From an optimization exercise on the open Yosys and OpenROAD flow, aimed at small area; shortcuts taken in it are not production practice. At most, simulation tests tie the RTL to the original design; equivalence was not proved. No functional check of the RTL was part of run 1.

==> design/flow/design.v <==
module cordic(angle, out1, clk);
  input signed [31:0] angle;
  input clk;
  output [15:0] out1;
  wire [15:0] a_hi = angle[31:16];
  wire [14:0] u_c = (a_hi[15] != a_hi[14]) ? {15{~a_hi[15]}} : {~a_hi[14], a_hi[13:0]};
  reg [14:0] u_r0;
  always @(posedge clk) u_r0 <= u_c;
  wire [15:0] x_1;
  wire signed [16:0] y_2;
  reg [15:0] x_1_t; reg signed [16:0] y_2_t;
  assign x_1 = x_1_t; assign y_2 = y_2_t;
  always @* case (u_r0[14:9])
    6'd0: begin x_1_t = 16'd43266; y_2_t = -17'sd33652; end
    6'd1: begin x_1_t = 16'd42234; y_2_t = -17'sd32318; end
    6'd2: begin x_1_t = 16'd41245; y_2_t = -17'sd31012; end
    6'd3: begin x_1_t = 16'd40295; y_2_t = -17'sd29738; end
    6'd4: begin x_1_t = 16'd39382; y_2_t = -17'sd28487; end
    6'd5: begin x_1_t = 16'd38510; y_2_t = -17'sd27271; end
    6'd6: begin x_1_t = 16'd37677; y_2_t = -17'sd26079; end
    6'd7: begin x_1_t = 16'd36879; y_2_t = -17'sd24915; end
    6'd8: begin x_1_t = 16'd36093; y_2_t = -17'sd23733; end
    6'd9: begin x_1_t = 16'd35367; y_2_t = -17'sd22617; end
    6'd10: begin x_1_t = 16'd34678; y_2_t = -17'sd21521; end
    6'd11: begin x_1_t = 16'd34022; y_2_t = -17'sd20449; end
    6'd12: begin x_1_t = 16'd33397; y_2_t = -17'sd19390; end
    6'd13: begin x_1_t = 16'd32807; y_2_t = -17'sd18356; end
    6'd14: begin x_1_t = 16'd32250; y_2_t = -17'sd17338; end
    6'd15: begin x_1_t = 16'd31722; y_2_t = -17'sd16340; end
    6'd16: begin x_1_t = 16'd31086; y_2_t = -17'sd15065; end
    6'd17: begin x_1_t = 16'd30630; y_2_t = -17'sd14101; end
    6'd18: begin x_1_t = 16'd30205; y_2_t = -17'sd13149; end
    6'd19: begin x_1_t = 16'd29807; y_2_t = -17'sd12213; end
    6'd20: begin x_1_t = 16'd29440; y_2_t = -17'sd11282; end
    6'd21: begin x_1_t = 16'd29100; y_2_t = -17'sd10368; end
    6'd22: begin x_1_t = 16'd28791; y_2_t = -17'sd9462; end
    6'd23: begin x_1_t = 16'd28509; y_2_t = -17'sd8568; end
    6'd24: begin x_1_t = 16'd28247; y_2_t = -17'sd7648; end
    6'd25: begin x_1_t = 16'd28021; y_2_t = -17'sd6770; end
    6'd26: begin x_1_t = 16'd27824; y_2_t = -17'sd5896; end
    6'd27: begin x_1_t = 16'd27652; y_2_t = -17'sd5030; end
    6'd28: begin x_1_t = 16'd27509; y_2_t = -17'sd4163; end
    6'd29: begin x_1_t = 16'd27391; y_2_t = -17'sd3307; end
    6'd30: begin x_1_t = 16'd27302; y_2_t = -17'sd2451; end
    6'd31: begin x_1_t = 16'd27238; y_2_t = -17'sd1599; end
    6'd32: begin x_1_t = 16'd27239; y_2_t = 17'sd1599; end
    6'd33: begin x_1_t = 16'd27301; y_2_t = 17'sd2451; end
    6'd34: begin x_1_t = 16'd27392; y_2_t = 17'sd3307; end
    6'd35: begin x_1_t = 16'd27508; y_2_t = 17'sd4163; end
    6'd36: begin x_1_t = 16'd27653; y_2_t = 17'sd5030; end
    6'd37: begin x_1_t = 16'd27823; y_2_t = 17'sd5896; end
    6'd38: begin x_1_t = 16'd28022; y_2_t = 17'sd6770; end
    6'd39: begin x_1_t = 16'd28246; y_2_t = 17'sd7648; end
    6'd40: begin x_1_t = 16'd28510; y_2_t = 17'sd8568; end
    6'd41: begin x_1_t = 16'd28790; y_2_t = 17'sd9462; end
    6'd42: begin x_1_t = 16'd29101; y_2_t = 17'sd10368; end
    6'd43: begin x_1_t = 16'd29439; y_2_t = 17'sd11282; end
    6'd44: begin x_1_t = 16'd29808; y_2_t = 17'sd12213; end
    6'd45: begin x_1_t = 16'd30204; y_2_t = 17'sd13149; end
    6'd46: begin x_1_t = 16'd30631; y_2_t = 17'sd14101; end
    6'd47: begin x_1_t = 16'd31085; y_2_t = 17'sd15065; end
    6'd48: begin x_1_t = 16'd31723; y_2_t = 17'sd16340; end
    6'd49: begin x_1_t = 16'd32249; y_2_t = 17'sd17338; end
    6'd50: begin x_1_t = 16'd32808; y_2_t = 17'sd18356; end
    6'd51: begin x_1_t = 16'd33396; y_2_t = 17'sd19390; end
    6'd52: begin x_1_t = 16'd34023; y_2_t = 17'sd20449; end
    6'd53: begin x_1_t = 16'd34677; y_2_t = 17'sd21521; end
    6'd54: begin x_1_t = 16'd35368; y_2_t = 17'sd22617; end
    6'd55: begin x_1_t = 16'd36092; y_2_t = 17'sd23733; end
    6'd56: begin x_1_t = 16'd36880; y_2_t = 17'sd24915; end
    6'd57: begin x_1_t = 16'd37676; y_2_t = 17'sd26079; end
    6'd58: begin x_1_t = 16'd38511; y_2_t = 17'sd27271; end
    6'd59: begin x_1_t = 16'd39381; y_2_t = 17'sd28487; end
    6'd60: begin x_1_t = 16'd40296; y_2_t = 17'sd29738; end
    6'd61: begin x_1_t = 16'd41244; y_2_t = 17'sd31012; end
    6'd62: begin x_1_t = 16'd42235; y_2_t = 17'sd32318; end
    6'd63: begin x_1_t = 16'd43265; y_2_t = 17'sd33652; end
    default: begin x_1_t = 16'd0; y_2_t = 17'sd0; end
  endcase
  wire [8:0] u_3 = u_r0[8:0];
  reg [8:0] u_r1;
  always @(posedge clk) u_r1 <= u_3;
  reg [15:0] x_r1;
  always @(posedge clk) x_r1 <= x_1;
  reg signed [16:0] y_r1;
  always @(posedge clk) y_r1 <= y_2;
  wire [15:0] x_4;
  wire signed [16:0] y_5;
  cordic_addsub_x #(16, 10, 1) a_x_4 (.a(x_r1), .b(y_r1[16:7]), .sub(~u_r1[8]), .s(x_4));
  cordic_addsub_x #(17, 9, 0) a_y_5 (.a(y_r1), .b(x_r1[15:7]), .sub(~u_r1[8]), .s(y_5));
  wire [7:0] u_6 = u_r1[7:0];
  reg [7:0] u_r2;
  always @(posedge clk) u_r2 <= u_6;
  reg [15:0] x_r2;
  always @(posedge clk) x_r2 <= x_4;
  reg signed [16:0] y_r2;
  always @(posedge clk) y_r2 <= y_5;
  wire [15:0] x_7;
  wire signed [16:0] y_8;
  cordic_addsub_x #(16, 9, 1) a_x_7 (.a(x_r2), .b(y_r2[16:8]), .sub(~u_r2[7]), .s(x_7));
  cordic_addsub_x #(17, 8, 0) a_y_8 (.a(y_r2), .b(x_r2[15:8]), .sub(~u_r2[7]), .s(y_8));
  wire [6:0] u_9 = u_r2[6:0];
  reg [6:0] u_r3;
  always @(posedge clk) u_r3 <= u_9;
  reg [15:0] x_r3;
  always @(posedge clk) x_r3 <= x_7;
  reg signed [16:0] y_r3;
  always @(posedge clk) y_r3 <= y_8;
  wire [15:0] x_10;
  wire signed [16:0] y_11;
  cordic_addsub_x #(16, 8, 1) a_x_10 (.a(x_r3), .b(y_r3[16:9]), .sub(~u_r3[6]), .s(x_10));
  cordic_addsub_x #(17, 7, 0) a_y_11 (.a(y_r3), .b(x_r3[15:9]), .sub(~u_r3[6]), .s(y_11));
  wire [5:0] u_12 = u_r3[5:0];
  reg [5:0] u_r4;
  always @(posedge clk) u_r4 <= u_12;
  reg [15:0] x_r4;
  always @(posedge clk) x_r4 <= x_10;
  reg signed [16:0] y_r4;
  always @(posedge clk) y_r4 <= y_11;
  wire [15:0] x_13;
  wire signed [16:0] y_14;
  cordic_addsub_x #(16, 7, 1) a_x_13 (.a(x_r4), .b(y_r4[16:10]), .sub(~u_r4[5]), .s(x_13));
  cordic_addsub_x #(17, 6, 0) a_y_14 (.a(y_r4), .b(x_r4[15:10]), .sub(~u_r4[5]), .s(y_14));
  wire [4:0] u_15 = u_r4[4:0];
  reg [4:0] u_r5;
  always @(posedge clk) u_r5 <= u_15;
  reg [15:0] x_r5;
  always @(posedge clk) x_r5 <= x_13;
  reg signed [16:0] y_r5;
  always @(posedge clk) y_r5 <= y_14;
  wire [15:0] x_16;
  wire signed [16:0] y_17;
  cordic_addsub_x #(16, 6, 1) a_x_16 (.a(x_r5), .b(y_r5[16:11]), .sub(~u_r5[4]), .s(x_16));
  cordic_addsub_x #(17, 5, 0) a_y_17 (.a(y_r5), .b(x_r5[15:11]), .sub(~u_r5[4]), .s(y_17));
  wire [3:0] u_18 = u_r5[3:0];
  reg [3:0] u_r6;
  always @(posedge clk) u_r6 <= u_18;
  reg [15:0] x_r6;
  always @(posedge clk) x_r6 <= x_16;
  reg signed [16:0] y_r6;
  always @(posedge clk) y_r6 <= y_17;
  wire [15:0] x_19;
  wire signed [16:0] y_20;
  cordic_addsub_x #(16, 5, 1) a_x_19 (.a(x_r6), .b(y_r6[16:12]), .sub(~u_r6[3]), .s(x_19));
  cordic_addsub_x #(17, 4, 0) a_y_20 (.a(y_r6), .b(x_r6[15:12]), .sub(~u_r6[3]), .s(y_20));
  wire [2:0] u_21 = u_r6[2:0];
  reg [2:0] u_r7;
  always @(posedge clk) u_r7 <= u_21;
  reg [15:0] x_r7;
  always @(posedge clk) x_r7 <= x_19;
  reg signed [16:0] y_r7;
  always @(posedge clk) y_r7 <= y_20;
  wire [15:0] x_22;
  wire signed [16:0] y_23;
  cordic_addsub_x #(16, 4, 1) a_x_22 (.a(x_r7), .b(y_r7[16:13]), .sub(~u_r7[2]), .s(x_22));
  cordic_addsub_x #(17, 3, 0) a_y_23 (.a(y_r7), .b(x_r7[15:13]), .sub(~u_r7[2]), .s(y_23));
  wire [1:0] u_24 = u_r7[1:0];
  reg [1:0] u_r8;
  always @(posedge clk) u_r8 <= u_24;
  reg [15:0] x_r8;
  always @(posedge clk) x_r8 <= x_22;
  reg signed [16:0] y_r8;
  always @(posedge clk) y_r8 <= y_23;
  wire [15:0] x_25;
  wire signed [16:0] y_26;
  cordic_addsub_x #(16, 3, 1) a_x_25 (.a(x_r8), .b(y_r8[16:14]), .sub(~u_r8[1]), .s(x_25));
  cordic_addsub_x #(17, 2, 0) a_y_26 (.a(y_r8), .b(x_r8[15:14]), .sub(~u_r8[1]), .s(y_26));
  wire [0:0] u_27 = u_r8[0:0];
  wire [15:0] x_28;
  wire signed [16:0] y_29;
  cordic_addsub_x #(16, 2, 1) a_x_28 (.a(x_25), .b(y_26[16:15]), .sub(~u_27[0]), .s(x_28));
  cordic_addsub_x #(17, 1, 0) a_y_29 (.a(y_26), .b(x_25[15:15]), .sub(~u_27[0]), .s(y_29));
  reg [15:0] x_r9;
  always @(posedge clk) x_r9 <= x_28;
  reg signed [16:0] y_r9;
  always @(posedge clk) y_r9 <= y_29;
  wire [0:0] sb_30 = ~y_r9[16];
  wire [15:0] op_31 = x_r9[15:0] ^ {16{sb_30}};
  wire [7:0] ql_32;
  wire [0:0] c_33;
  cordic_add #(8) a_ql_32 (.a(y_r9[7:0]), .b(op_31[7:0]), .ci(sb_30), .s(ql_32), .co(c_33));
  wire [7:0] qh_34 = y_r9[15:8];
  wire [0:0] oh_35 = sb_30;
  reg [15:0] x_r10;
  always @(posedge clk) x_r10 <= x_r9;
  reg [7:0] qh_r10;
  always @(posedge clk) qh_r10 <= qh_34;
  reg [0:0] oh_r10;
  always @(posedge clk) oh_r10 <= oh_35;
  reg [7:0] ql_r10;
  always @(posedge clk) ql_r10 <= ql_32;
  reg [0:0] cc_r10;
  always @(posedge clk) cc_r10 <= c_33;
  wire [15:0] op_36 = x_r10[15:0] ^ {16{oh_r10}};
  wire [7:0] qh_37;
  cordic_add #(8) a_qh_37 (.a(qh_r10), .b(op_36[15:8]), .ci(cc_r10), .s(qh_37), .co());
  wire [15:0] q_38 = {qh_37, ql_r10};
  wire [14:0] x_39 = x_r10[15:1];
  reg [14:0] x_r11;
  always @(posedge clk) x_r11 <= x_39;
  reg [15:0] q_r11;
  always @(posedge clk) q_r11 <= q_38;
  wire [0:0] sb_40 = ~q_r11[15];
  wire [14:0] op_41 = x_r11[14:0] ^ {15{sb_40}};
  wire [7:0] ql_42;
  wire [0:0] c_43;
  cordic_add #(8) a_ql_42 (.a(q_r11[7:0]), .b(op_41[7:0]), .ci(sb_40), .s(ql_42), .co(c_43));
  wire [6:0] qh_44 = q_r11[14:8];
  wire [0:0] oh_45 = sb_40;
  reg [14:0] x_r12;
  always @(posedge clk) x_r12 <= x_r11;
  reg [0:0] bits_r12;
  always @(posedge clk) bits_r12 <= sb_40;
  reg [6:0] qh_r12;
  always @(posedge clk) qh_r12 <= qh_44;
  reg [0:0] oh_r12;
  always @(posedge clk) oh_r12 <= oh_45;
  reg [7:0] ql_r12;
  always @(posedge clk) ql_r12 <= ql_42;
  reg [0:0] cc_r12;
  always @(posedge clk) cc_r12 <= c_43;
  wire [14:0] op_46 = x_r12[14:0] ^ {15{oh_r12}};
  wire [6:0] qh_47;
  cordic_add #(7) a_qh_47 (.a(qh_r12), .b(op_46[14:8]), .ci(cc_r12), .s(qh_47), .co());
  wire [14:0] q_48 = {qh_47, ql_r12};
  wire [13:0] x_49 = x_r12[14:1];
  reg [13:0] x_r13;
  always @(posedge clk) x_r13 <= x_49;
  reg [0:0] bits_r13;
  always @(posedge clk) bits_r13 <= bits_r12;
  reg [14:0] q_r13;
  always @(posedge clk) q_r13 <= q_48;
  wire [0:0] sb_50 = ~q_r13[14];
  wire [1:0] bits_51 = {bits_r13, sb_50};
  wire [13:0] op_52 = x_r13[13:0] ^ {14{sb_50}};
  wire [6:0] ql_53;
  wire [0:0] c_54;
  cordic_add #(7) a_ql_53 (.a(q_r13[6:0]), .b(op_52[6:0]), .ci(sb_50), .s(ql_53), .co(c_54));
  wire [6:0] qh_55 = q_r13[13:7];
  wire [0:0] oh_56 = sb_50;
  reg [13:0] x_r14;
  always @(posedge clk) x_r14 <= x_r13;
  reg [1:0] bits_r14;
  always @(posedge clk) bits_r14 <= bits_51;
  reg [6:0] qh_r14;
  always @(posedge clk) qh_r14 <= qh_55;
  reg [0:0] oh_r14;
  always @(posedge clk) oh_r14 <= oh_56;
  reg [6:0] ql_r14;
  always @(posedge clk) ql_r14 <= ql_53;
  reg [0:0] cc_r14;
  always @(posedge clk) cc_r14 <= c_54;
  wire [13:0] op_57 = x_r14[13:0] ^ {14{oh_r14}};
  wire [6:0] qh_58;
  cordic_add #(7) a_qh_58 (.a(qh_r14), .b(op_57[13:7]), .ci(cc_r14), .s(qh_58), .co());
  wire [13:0] q_59 = {qh_58, ql_r14};
  wire [12:0] x_60 = x_r14[13:1];
  reg [12:0] x_r15;
  always @(posedge clk) x_r15 <= x_60;
  reg [1:0] bits_r15;
  always @(posedge clk) bits_r15 <= bits_r14;
  reg [13:0] q_r15;
  always @(posedge clk) q_r15 <= q_59;
  wire [0:0] sb_61 = ~q_r15[13];
  wire [2:0] bits_62 = {bits_r15, sb_61};
  wire [13:0] op_63 = {1'b0, x_r15[12:0]} ^ {14{sb_61}};
  wire [6:0] ql_64;
  wire [0:0] c_65;
  cordic_add #(7) a_ql_64 (.a(q_r15[6:0]), .b(op_63[6:0]), .ci(sb_61), .s(ql_64), .co(c_65));
  wire [6:0] qh_66 = q_r15[13:7];
  wire [0:0] oh_67 = sb_61;
  reg [12:0] x_r16;
  always @(posedge clk) x_r16 <= x_r15;
  reg [2:0] bits_r16;
  always @(posedge clk) bits_r16 <= bits_62;
  reg [6:0] qh_r16;
  always @(posedge clk) qh_r16 <= qh_66;
  reg [0:0] oh_r16;
  always @(posedge clk) oh_r16 <= oh_67;
  reg [6:0] ql_r16;
  always @(posedge clk) ql_r16 <= ql_64;
  reg [0:0] cc_r16;
  always @(posedge clk) cc_r16 <= c_65;
  wire [13:0] op_68 = {1'b0, x_r16[12:0]} ^ {14{oh_r16}};
  wire [6:0] qh_69;
  cordic_add #(7) a_qh_69 (.a(qh_r16), .b(op_68[13:7]), .ci(cc_r16), .s(qh_69), .co());
  wire [13:0] q_70 = {qh_69, ql_r16};
  wire [11:0] x_71 = x_r16[12:1];
  reg [11:0] x_r17;
  always @(posedge clk) x_r17 <= x_71;
  reg [2:0] bits_r17;
  always @(posedge clk) bits_r17 <= bits_r16;
  reg [13:0] q_r17;
  always @(posedge clk) q_r17 <= q_70;
  wire [0:0] sb_72 = ~q_r17[13];
  wire [3:0] bits_73 = {bits_r17, sb_72};
  wire [12:0] op_74 = {1'b0, x_r17[11:0]} ^ {13{sb_72}};
  wire [12:0] ql_75;
  wire [0:0] c_76;
  cordic_add #(13) a_ql_75 (.a(q_r17[12:0]), .b(op_74[12:0]), .ci(sb_72), .s(ql_75), .co(c_76));
  wire [10:0] x_77 = x_r17[11:1];
  reg [10:0] x_r18;
  always @(posedge clk) x_r18 <= x_77;
  reg [3:0] bits_r18;
  always @(posedge clk) bits_r18 <= bits_73;
  reg [12:0] q_r18;
  always @(posedge clk) q_r18 <= ql_75;
  wire [0:0] sb_78 = ~q_r18[12];
  wire [4:0] bits_79 = {bits_r18, sb_78};
  wire [11:0] op_80 = {1'b0, x_r18[10:0]} ^ {12{sb_78}};
  wire [11:0] ql_81;
  wire [0:0] c_82;
  cordic_add #(12) a_ql_81 (.a(q_r18[11:0]), .b(op_80[11:0]), .ci(sb_78), .s(ql_81), .co(c_82));
  wire [9:0] x_83 = x_r18[10:1];
  reg [9:0] x_r19;
  always @(posedge clk) x_r19 <= x_83;
  reg [4:0] bits_r19;
  always @(posedge clk) bits_r19 <= bits_79;
  reg [11:0] q_r19;
  always @(posedge clk) q_r19 <= ql_81;
  wire [0:0] sb_84 = ~q_r19[11];
  wire [5:0] bits_85 = {bits_r19, sb_84};
  wire [10:0] op_86 = {1'b0, x_r19[9:0]} ^ {11{sb_84}};
  wire [10:0] ql_87;
  wire [0:0] c_88;
  cordic_add #(11) a_ql_87 (.a(q_r19[10:0]), .b(op_86[10:0]), .ci(sb_84), .s(ql_87), .co(c_88));
  wire [8:0] x_89 = x_r19[9:1];
  reg [8:0] x_r20;
  always @(posedge clk) x_r20 <= x_89;
  reg [5:0] bits_r20;
  always @(posedge clk) bits_r20 <= bits_85;
  reg [10:0] q_r20;
  always @(posedge clk) q_r20 <= ql_87;
  wire [0:0] sb_90 = ~q_r20[10];
  wire [6:0] bits_91 = {bits_r20, sb_90};
  wire [9:0] op_92 = {1'b0, x_r20[8:0]} ^ {10{sb_90}};
  wire [9:0] ql_93;
  wire [0:0] c_94;
  cordic_add #(10) a_ql_93 (.a(q_r20[9:0]), .b(op_92[9:0]), .ci(sb_90), .s(ql_93), .co(c_94));
  wire [7:0] x_95 = x_r20[8:1];
  wire [0:0] sb_96 = ~ql_93[9];
  wire [7:0] bits_97 = {bits_91, sb_96};
  wire [8:0] op_98 = {1'b0, x_95[7:0]} ^ {9{sb_96}};
  wire [8:0] ql_99;
  wire [0:0] c_100;
  cordic_add #(9) a_ql_99 (.a(ql_93[8:0]), .b(op_98[8:0]), .ci(sb_96), .s(ql_99), .co(c_100));
  wire [6:0] x_101 = x_95[7:1];
  reg [6:0] x_r21;
  always @(posedge clk) x_r21 <= x_101;
  reg [7:0] bits_r21;
  always @(posedge clk) bits_r21 <= bits_97;
  reg [8:0] q_r21;
  always @(posedge clk) q_r21 <= ql_99;
  wire [0:0] sb_102 = ~q_r21[8];
  wire [8:0] bits_103 = {bits_r21, sb_102};
  wire [7:0] op_104 = {1'b0, x_r21[6:0]} ^ {8{sb_102}};
  wire [7:0] ql_105;
  wire [0:0] c_106;
  cordic_add #(8) a_ql_105 (.a(q_r21[7:0]), .b(op_104[7:0]), .ci(sb_102), .s(ql_105), .co(c_106));
  wire [5:0] x_107 = x_r21[6:1];
  wire [0:0] sb_108 = ~ql_105[7];
  wire [9:0] bits_109 = {bits_103, sb_108};
  wire [6:0] op_110 = {1'b0, x_107[5:0]} ^ {7{sb_108}};
  wire [6:0] ql_111;
  wire [0:0] c_112;
  cordic_add #(7) a_ql_111 (.a(ql_105[6:0]), .b(op_110[6:0]), .ci(sb_108), .s(ql_111), .co(c_112));
  wire [4:0] x_113 = x_107[5:1];
  reg [4:0] x_r22;
  always @(posedge clk) x_r22 <= x_113;
  reg [9:0] bits_r22;
  always @(posedge clk) bits_r22 <= bits_109;
  reg [6:0] q_r22;
  always @(posedge clk) q_r22 <= ql_111;
  wire [0:0] sb_114 = ~q_r22[6];
  wire [10:0] bits_115 = {bits_r22, sb_114};
  wire [5:0] op_116 = {1'b0, x_r22[4:0]} ^ {6{sb_114}};
  wire [5:0] ql_117;
  wire [0:0] c_118;
  cordic_add #(6) a_ql_117 (.a(q_r22[5:0]), .b(op_116[5:0]), .ci(sb_114), .s(ql_117), .co(c_118));
  wire [3:0] x_119 = x_r22[4:1];
  wire [0:0] sb_120 = ~ql_117[5];
  wire [11:0] bits_121 = {bits_115, sb_120};
  wire [4:0] op_122 = {1'b0, x_119[3:0]} ^ {5{sb_120}};
  wire [4:0] ql_123;
  wire [0:0] c_124;
  cordic_add #(5) a_ql_123 (.a(ql_117[4:0]), .b(op_122[4:0]), .ci(sb_120), .s(ql_123), .co(c_124));
  wire [2:0] x_125 = x_119[3:1];
  wire [0:0] sb_126 = ~ql_123[4];
  wire [12:0] bits_127 = {bits_121, sb_126};
  reg [12:0] bits_r23;
  always @(posedge clk) bits_r23 <= bits_127;
  reg [12:0] bits_r24;
  always @(posedge clk) bits_r24 <= bits_r23;
  reg [12:0] bits_r25;
  always @(posedge clk) bits_r25 <= bits_r24;
  reg [12:0] bits_r26;
  always @(posedge clk) bits_r26 <= bits_r25;
  reg [12:0] bits_r27;
  always @(posedge clk) bits_r27 <= bits_r26;
  reg [12:0] bits_r28;
  always @(posedge clk) bits_r28 <= bits_r27;
  reg [12:0] bits_r29;
  always @(posedge clk) bits_r29 <= bits_r28;
  assign out1 = {bits_r29, 3'b100};
endmodule
module cordic_add #(parameter W = 8) (a, b, ci, s, co);
  input [W-1:0] a;
  input [W-1:0] b;
  input ci;
  output [W-1:0] s;
  output co;
  wire [W:0] c;
  assign c[0] = ci;
  genvar i;
  generate
    for (i = 0; i < W; i = i + 1) begin : bit_
      assign s[i] = a[i] ^ b[i] ^ c[i];
      assign c[i+1] = (a[i] & b[i]) | (c[i] & (a[i] ^ b[i]));
    end
  endgenerate
  assign co = c[W];
endmodule
module cordic_addsub_x #(parameter W = 16, parameter N = 8, parameter SX = 1) (a, b, sub, s);
  input [W-1:0] a;
  input [N-1:0] b;
  input sub;
  output [W-1:0] s;
  wire [N:0] c;
  wire [N-1:0] bx = b ^ {N{sub}};
  assign c[0] = sub;
  genvar i;
  generate
    for (i = 0; i < N; i = i + 1) begin : lo_
      wire [N-1:0] b = bx;
      assign s[i] = a[i] ^ b[i] ^ c[i];
      assign c[i+1] = (a[i] & b[i]) | (c[i] & (a[i] ^ b[i]));
    end
    if (W > N) begin : hi_
      wire e = (SX ? b[N-1] : 1'b0) ^ sub;
      wire inc = ~e & c[N];
      wire dec = e & ~c[N];
      wire [W:N] p1;
      wire [W:N] p0;
      assign p1[N] = 1'b1;
      assign p0[N] = 1'b1;
      for (i = N; i < W; i = i + 1) begin : hb_
        assign p1[i+1] = p1[i] & a[i];
        assign p0[i+1] = p0[i] & ~a[i];
        assign s[i] = a[i] ^ ((inc & p1[i]) | (dec & p0[i]));
      end
    end
  endgenerate
endmodule
==> design/flow/run.sh <==
#!/bin/bash
# synth_recipe.tcl (not shown) runs the flow's synth.tcl, then flattens the netlist and writes it again
# the make line also repeats each setting of config.mk as NAME=value (left out here)
make -C /OpenROAD-flow-scripts/flow DESIGN_CONFIG=/design/flow/config.mk WORK_HOME=/design/flow/orfs CLKGATE_MAP_FILE= SYNTH_SCRIPT=/design/flow/synth_recipe.tcl finish
==> design/flow/config.mk <==
export PLATFORM = sky130hd
export DESIGN_NAME = cordic
export DESIGN_NICKNAME = cordic
export VERILOG_FILES = /design/flow/design.v
export SDC_FILE = /design/flow/constraint.sdc
export NUM_CORES = 4
export LEC_CHECK = 0
export CAP_MARGIN = 20
export CORE_MARGIN = 2
export CORE_UTILIZATION = 40
export SLEW_MARGIN = 20
==> design/flow/constraint.sdc <==
create_clock -name core_clock -period 5.5 [get_ports {clk}]
set_input_delay 1.1000 -clock core_clock [delete_from_list [all_inputs] [get_ports {clk}]]
set_output_delay 1.1000 -clock core_clock [all_outputs]
set_load 0.01 [all_outputs]
==> results of run 1 <==
[cell type report]
type | count | area (um^2)
Multi-Input combinational cell | 1609 | 14000
Timing Repair Buffer | 85 | 718
Tap cell | 1050 | 1310
Fill cell | 7269 | 42300
Inverter | 383 | 1440
Clock buffer | 116 | 2380
Sequential cell | 817 | 16400
Clock inverter | 38 | 657
[path summary, 6_finish.rpt]
path	startpoint	end	depth (start not counted)
max	q_r20[10]	q_r21[8]	21
min	bits_r18[2]	bits_r19[3]	0
max reg2reg	q_r20[10]	q_r21[8]	21
min reg2reg	bits_r18[2]	bits_r19[3]	0
[registers in the layout, indices dropped and copies added, names as in the netlist, 15 cells and up]
signal,cells
y_r1,17
y_r2,17
y_r3,17
y_r4,17
y_r5,17
y_r6,17
y_r7,17
y_r8,17
y_r9,17
q_r11,16
x_r1,16
x_r2,16
x_r3,16
x_r4,16
x_r5,16
x_r6,16
x_r7,16
x_r8,16
x_r9,16
q_r13,15
u_r0,15
x_r10,15
x_r11,15
[metrics by stage]
step | instances
finish | 4098
global route | 4098
CTS | 4094
detailed placement | 3938
global placement | 3938
floorplan | 2935
[logic make-up (layout without fill, tap and decap cells)]
logic type      after synthesis  in the layout  synth area share
fa+ha+maj                   247            247             0.142
xor+xnor                    445            445             0.122
compound gates              349            349            0.0702
other cells                   2              3          0.000234
buf+inv                     509            622            0.0603
simple gates                525            525            0.0808
flops                       817            817             0.511
mux                          40             40            0.0143
[cell usage after synthesis (all sizes together), types with 4 or more instances]
cell / number
mux2i: 33
xor2: 213
mux4: 4
o211ai: 12
a311oi: 5
o21a: 14
a32oi: 4
nor2: 140
nor3b: 5
and4: 6
or3: 9
fa: 192
inv: 380
dfxtp: 817
and3: 21
nor3: 50
ha: 55
nand4: 17
o311ai: 4
a41oi: 7
buf: 28
or4: 13
nand3: 33
o31ai: 15
a211oi: 17
a21oi: 94
xnor2: 232
nand2b: 30
and2: 13
nor2b: 21
nand2: 137
o32a: 4
a21o: 7
or2: 9
a31oi: 26
nor4: 12
o21ai: 96
clkbuf: 98
o22ai: 12
[worst max-delay path, delay by kind of cell (launching register included)]
family / cells / cell delay [ns]
buffers and inverters: 1 / 0.13
adders and majority gates: 15 / 5.18
DFF: 1 / 0.33
xor gates and xnor gates: 5 / 0.71
[timing repair]
action	CTS	global route
endpoints found under the setup margin	6	35
setup buffers	2	4
resized for setup	2	27
pin swaps	5	6
[layer usage]
metal | vias to the layer above | track usage | part of all wire
met4 | 0 | 0.0535 | 0.032
li1 | 9352 | - | -
met3 | 106 | 0.0244 | 0.037
met5 | - | 0 | 0
met1 | 8887 | 0.171 | 0.44
met2 | 297 | 0.236 | 0.49
==> results.ini, run 1 <==
[global_route]
grt_pass1_vias=18900
grt_usage=0.137
grt_max_degree=87
grt_pass1_wl_um=92300
overflow=0
antenna_found_initial=2

[place]
place_hpwl_um=40200
numPortBuffers=29
place_congestion=0.877
dp_slack_ns=-1.18
placed_area_um2=33600

[clock_network]
root_buffer=clkbuf_16
clock_latency_ns=0.63
clkTransAtPathRegs_ns=0.06
h-tree-depth=3
clock-sinks=817
clk_path_buf_depth=3
cts.hold.buffers_added=0
numCtsBuffers=84
cts_tree=yes

[min_path]
hold_class=reg -> reg

[worst_setup_path]
critPathMaxFanout=3
worst_setup_path_start_kind=flop
setup.worst_path.end_class=flop
cpPeakStageDelay_ns=0.38
worstPathRequired_ns=6.03
regToRegSetupSlack_ns=-1.00
crit_top_cell=fa_2
criticalPathCategory=reg -> reg
cp_data_arrival_time_ns=7.03
path_cells=xnor2_1, fa_2, fa_2, fa_2, fa_2, fa_2, fa_2, fa_2, fa_2, xor2_4, buf_6, xnor2_2, fa_2, fa_2, fa_2, fa_2, fa_2, fa_2, fa_2, xor2_2, xnor2_1
crit_slowest_cell=fa_2

[yosys]
synth_seq_cells=817
yosysUniqueCellTypes=80
ys_seq_area_frac=0.511
synthTopCellsByArea=dfxtp_1, fa_1, xnor2_1
async_flop_share=0
yosysWarnings=1
syn_area_per_cell_um2=10.9
synth_edf_count=0
synth_top_area_share=0.511
syn_inst=2934
syn_area_um2=32000
synth_top_area_cell=dfxtp_1
yosys_most_used_dff=dfxtp_1

[cells_and_area]
area_growth_pct=15.0
final_common_cell=dfxtp_1
mostFrequentLayoutCells=dfxtp_1, inv_1, xnor2_1
finish.utilization=0.465
nets=3260
stdcell_area_um2=36800
drive_gt1_frac=0.0958
diodes=0

[outcome]
failed_checks=setup timing
outcome=finished with violations

[sta]
finalClockSkew_ns=0.0239
setup_ws_ns=-1.00
worstMarginPinSlew_ns=0.898
timing.final.crit_share=1.18
drv_slew=0
whs_ns=0.307
relSlewSlack=0.396
period_minus_slack_ns=6.50
setup_viol=4
max_freq_ghz=0.154
tns_ns=-2.53
hold_violations=0
rsz0062_at_grt=yes

[routing]
drt_iter0_markers=851
wl_um=54700
antenna_left=0
drc_errors=0
first_pass_iters=7
via_per_inst=4.55
vias=18600
wl_per_cell_um=13.3

[floorplan]
chipWidth_um=287
io_pins=49
fp-row-count=103
die_h_um=287
die-area_um2=82300
start_util=0.405
core_um2=79100

[run]
cap_viol_max_count=0

==> inputs of run 2 (changes only) <==
--- a/design/flow/design.v
+++ b/design/flow/design.v
@@ -338,26 +338,32 @@
   wire [0:0] c_94;
   cordic_add #(10) a_ql_93 (.a(q_r20[9:0]), .b(op_92[9:0]), .ci(sb_90), .s(ql_93), .co(c_94));
   wire [7:0] x_95 = x_r20[8:1];
-  wire [0:0] sb_96 = ~ql_93[9];
-  wire [7:0] bits_97 = {bits_91, sb_96};
-  wire [8:0] op_98 = {1'b0, x_95[7:0]} ^ {9{sb_96}};
+  reg [7:0] x_r21;
+  always @(posedge clk) x_r21 <= x_95;
+  reg [6:0] bits_r21;
+  always @(posedge clk) bits_r21 <= bits_91;
+  reg [9:0] q_r21;
+  always @(posedge clk) q_r21 <= ql_93;
+  wire [0:0] sb_96 = ~q_r21[9];
+  wire [7:0] bits_97 = {bits_r21, sb_96};
+  wire [8:0] op_98 = {1'b0, x_r21[7:0]} ^ {9{sb_96}};
   wire [8:0] ql_99;
   wire [0:0] c_100;
-  cordic_add #(9) a_ql_99 (.a(ql_93[8:0]), .b(op_98[8:0]), .ci(sb_96), .s(ql_99), .co(c_100));
-  wire [6:0] x_101 = x_95[7:1];
-  reg [6:0] x_r21;
-  always @(posedge clk) x_r21 <= x_101;
-  reg [7:0] bits_r21;
-  always @(posedge clk) bits_r21 <= bits_97;
-  reg [8:0] q_r21;
-  always @(posedge clk) q_r21 <= ql_99;
-  wire [0:0] sb_102 = ~q_r21[8];
-  wire [8:0] bits_103 = {bits_r21, sb_102};
-  wire [7:0] op_104 = {1'b0, x_r21[6:0]} ^ {8{sb_102}};
+  cordic_add #(9) a_ql_99 (.a(q_r21[8:0]), .b(op_98[8:0]), .ci(sb_96), .s(ql_99), .co(c_100));
+  wire [6:0] x_101 = x_r21[7:1];
+  reg [6:0] x_r22;
+  always @(posedge clk) x_r22 <= x_101;
+  reg [7:0] bits_r22;
+  always @(posedge clk) bits_r22 <= bits_97;
+  reg [8:0] q_r22;
+  always @(posedge clk) q_r22 <= ql_99;
+  wire [0:0] sb_102 = ~q_r22[8];
+  wire [8:0] bits_103 = {bits_r22, sb_102};
+  wire [7:0] op_104 = {1'b0, x_r22[6:0]} ^ {8{sb_102}};
   wire [7:0] ql_105;
   wire [0:0] c_106;
-  cordic_add #(8) a_ql_105 (.a(q_r21[7:0]), .b(op_104[7:0]), .ci(sb_102), .s(ql_105), .co(c_106));
-  wire [5:0] x_107 = x_r21[6:1];
+  cordic_add #(8) a_ql_105 (.a(q_r22[7:0]), .b(op_104[7:0]), .ci(sb_102), .s(ql_105), .co(c_106));
+  wire [5:0] x_107 = x_r22[6:1];
   wire [0:0] sb_108 = ~ql_105[7];
   wire [9:0] bits_109 = {bits_103, sb_108};
   wire [6:0] op_110 = {1'b0, x_107[5:0]} ^ {7{sb_108}};
@@ -365,19 +371,19 @@
   wire [0:0] c_112;
   cordic_add #(7) a_ql_111 (.a(ql_105[6:0]), .b(op_110[6:0]), .ci(sb_108), .s(ql_111), .co(c_112));
   wire [4:0] x_113 = x_107[5:1];
-  reg [4:0] x_r22;
-  always @(posedge clk) x_r22 <= x_113;
-  reg [9:0] bits_r22;
-  always @(posedge clk) bits_r22 <= bits_109;
-  reg [6:0] q_r22;
-  always @(posedge clk) q_r22 <= ql_111;
-  wire [0:0] sb_114 = ~q_r22[6];
-  wire [10:0] bits_115 = {bits_r22, sb_114};
-  wire [5:0] op_116 = {1'b0, x_r22[4:0]} ^ {6{sb_114}};
+  reg [4:0] x_r23;
+  always @(posedge clk) x_r23 <= x_113;
+  reg [9:0] bits_r23;
+  always @(posedge clk) bits_r23 <= bits_109;
+  reg [6:0] q_r23;
+  always @(posedge clk) q_r23 <= ql_111;
+  wire [0:0] sb_114 = ~q_r23[6];
+  wire [10:0] bits_115 = {bits_r23, sb_114};
+  wire [5:0] op_116 = {1'b0, x_r23[4:0]} ^ {6{sb_114}};
   wire [5:0] ql_117;
   wire [0:0] c_118;
-  cordic_add #(6) a_ql_117 (.a(q_r22[5:0]), .b(op_116[5:0]), .ci(sb_114), .s(ql_117), .co(c_118));
-  wire [3:0] x_119 = x_r22[4:1];
+  cordic_add #(6) a_ql_117 (.a(q_r23[5:0]), .b(op_116[5:0]), .ci(sb_114), .s(ql_117), .co(c_118));
+  wire [3:0] x_119 = x_r23[4:1];
   wire [0:0] sb_120 = ~ql_117[5];
   wire [11:0] bits_121 = {bits_115, sb_120};
   wire [4:0] op_122 = {1'b0, x_119[3:0]} ^ {5{sb_120}};
@@ -387,10 +393,8 @@
   wire [2:0] x_125 = x_119[3:1];
   wire [0:0] sb_126 = ~ql_123[4];
   wire [12:0] bits_127 = {bits_121, sb_126};
-  reg [12:0] bits_r23;
-  always @(posedge clk) bits_r23 <= bits_127;
   reg [12:0] bits_r24;
-  always @(posedge clk) bits_r24 <= bits_r23;
+  always @(posedge clk) bits_r24 <= bits_127;
   reg [12:0] bits_r25;
   always @(posedge clk) bits_r25 <= bits_r24;
   reg [12:0] bits_r26;
==> run 2 against run 1 <==
  * Now clean on timing, DRC and antenna
  * Register-to-register slack better by 1.2 ns
  * Critical path depth decreased by 4
  * Flip-flop and latch count is 12 higher
  * Worst hold slack got worse by 0.0026 ns
  * Fmax increased by 22%
  * Critical path type unchanged
  * Critical endpoint is now q_r23[6]
  * Highest routed layer unchanged
==> results.ini, run 2 <==
[outcome]
outcome=finished clean

[clock_network]
clock-sinks=829
clk_path_buf_depth=3
h-tree-depth=3
numCtsBuffers=85
clkTransAtPathRegs_ns=0.06
root_buffer=clkbuf_16
clock_latency_ns=0.64
cts_tree=yes

[floorplan]
core_um2=80300
io_pins=49
fp-row-count=104
start_util=0.403
die_h_um=289
chipWidth_um=289
die-area_um2=83200

[yosys]
yosysWarnings=1
synth_common_cells=dfxtp_1, inv_1, xor2_1
ys_seq_area_frac=0.513
syn_inst=2967
synth_most_common_cell=dfxtp_1
yosysUniqueCellTypes=87
synth_top_area_share=0.513
yosys_most_used_dff=dfxtp_1
synthTopCellsByArea=dfxtp_1, fa_1, xor2_1
syn_area_per_cell_um2=10.9
synth_edf_count=0
syn_area_um2=32400
async_flop_share=0
synth_seq_cells=829
synth_top_area_cell=dfxtp_1

[worst_setup_path]
worst_setup_path_start_kind=flop
regToRegSetupSlack_ns=0.16
critPathMaxFanout=3
cp_data_arrival_time_ns=5.88
worstReg2RegStart=q_r22[8]
worstSetupEndpoint=q_r23[6]
criticalPathCategory=reg -> reg
startpoint=q_r22[8]
setup.worst_path.end_class=flop
rr_endpoint=q_r23[6]
r2r_cells=17
worstPathRequired_ns=6.04

[global_route]
grt_pass1_vias=18900
grt_max_degree=71
overflow=0
grt_usage=0.136
grt_pass1_wl_um=91400
antenna_found_initial=0

[cells_and_area]
seqCellArea_um2=16600
drive_gt1_frac=0.0868
multi_input_area_um2=13900
nets=3297
stdcell_area_um2=37100
fillers=7377
mostFrequentLayoutCells=dfxtp_1, inv_1, xor2_1
area_growth_pct=14.6
diodes=0
final_common_cell=dfxtp_1
finish.utilization=0.462

[place]
dp_slack_ns=-0.0154
placed_area_um2=34000
numPortBuffers=29
place_hpwl_um=39500
place_congestion=0.894

[routing]
drc_errors=0
drt_iter0_markers=702
via_per_inst=4.45
wl_per_cell_um=13.0
antenna_left=0
wl_um=53800
vias=18400
first_pass_iters=5

[sta]
timing.final.crit_share=0.971
finalClockSkew_ns=0.0283
relSlewSlack=0.512
whs_ns=0.304
hold_violations=0
worstMarginPinSlew_ns=0.733
setup_ws_ns=0.161
period_minus_slack_ns=5.34
setup_viol=0
drv_slew=0
max_freq_ghz=0.187

[min_path]
hold_class=reg -> reg

[run]
cap_viol_max_count=0

## run 2: changes by cell type after synthesis, sizes merged, moves of 9 or more
cell    previous run  this run
nand3             33        45
inv              380       412
dfxtp            817       829
o21ai             96       106
nor2             140       125
xor2             213       231
a211oi            17         8
and2              13         4
## run 2: layout make-up
| class | count | share of cell area |
|---|---|---|
| Clock buffer | 114 | 0.0641 |
| Clock inverter | 42 | 0.0178 |
| Inverter | 414 | 0.0419 |
| Multi-Input combinational cell | 1600 | 0.373 |
| Sequential cell | 829 | 0.447 |
| Tap cell | 1060 | 0.0357 |
| Timing Repair Buffer | 87 | 0.0196 |
## run 2: worst min path at each step
stage	slack, ns	to	depth (start not counted)	start
CTS	0.31	bits_r24[9]	0	bits_r23[6]
finish	0.30	bits_r23[2]	0	bits_r22[0]
floorplan	0.31	bits_r14[1]	0	bits_r13
global route	0.32	x_r13[4]	0	x_r12[5]
detailed placement	0.31	bits_r20[4]	0	bits_r19[3]
global placement	0.31	bits_r26[0]	0	bits_r25[0]
## run 2: per-stage QoR
step / setup TNS (ns) / instances
finish: 0 / 4146
global placement: 0 / 3989
floorplan: -0.0525 / 2968
CTS: 0 / 4145
global route: -0.00114 / 4146
detailed placement: -0.0154 / 3989
## run 2: kinds of logic after synthesis
group,after synthesis,share of synthesized area
AOI/OAI and AO/OA,339,0.0653
buffers and inverters,539,0.0634
muxes,39,0.0141
xor gates and xnor gates,455,0.124
adders and majority gates,247,0.140
DFF,829,0.513
other,2,0.000232
and+or+nand+nor,517,0.0800
## run 2: timing repair
action	in CTS	in global routing
hold buffers	0	0
gates resized for setup	1	21
cloned	0	0
setup buffers	0	1
endpoints found under the setup margin	1	19
pin swaps	0	6
## run 2: critical path: stages (launching register included)
cell	delay, ns
dfxtp_2	0.35
xnor2_2	0.16
fa_2	0.41
fa_2	0.36
fa_2	0.35
fa_2	0.36
fa_2	0.35
fa_2	0.40
xor2_4	0.18
buf_4	0.15
xnor2_1	0.14
fa_2	0.38
fa_2	0.34
fa_2	0.34
fa_2	0.34
fa_2	0.34
xor2_1	0.16
xnor2_1	0.12
## run 2: routing by layer
layer  vias up  global-route usage  part of all wire
met4         0              0.0639             0.036
met5         -                   0                 0
met3        99              0.0241             0.035
met1      8625               0.145              0.40
met2       271               0.258              0.53
li1       9443                   -                 -

static timing again, ports no longer ideal:
How much do the figures lean on ideal ports? The routed layouts below were timed once more, with nothing changed but the port constraints.
Step 1 sets driving cells, clkbuf_16 on the clock port and buf_2 on the other inputs (assumed; they add their load-dependent delay and slew).
Step 2 adds t to the input delays and takes it off the output delays; t is the mean of the earliest and latest rising clock arrival at the registers after step 1. Input paths then give back, and output paths get back, about the clock's delay inside the block.
a / b / c = ideal / step 1 / step 2; a / b = the first two.
run	t (ns)	slack for setup (ns)	worst data-port slew with drivers (ns)
run 1	0.684	-1.005 / -1.005 / -1.005	0.03
run 2	0.694	0.161 / 0.161 / 0.161	0.03
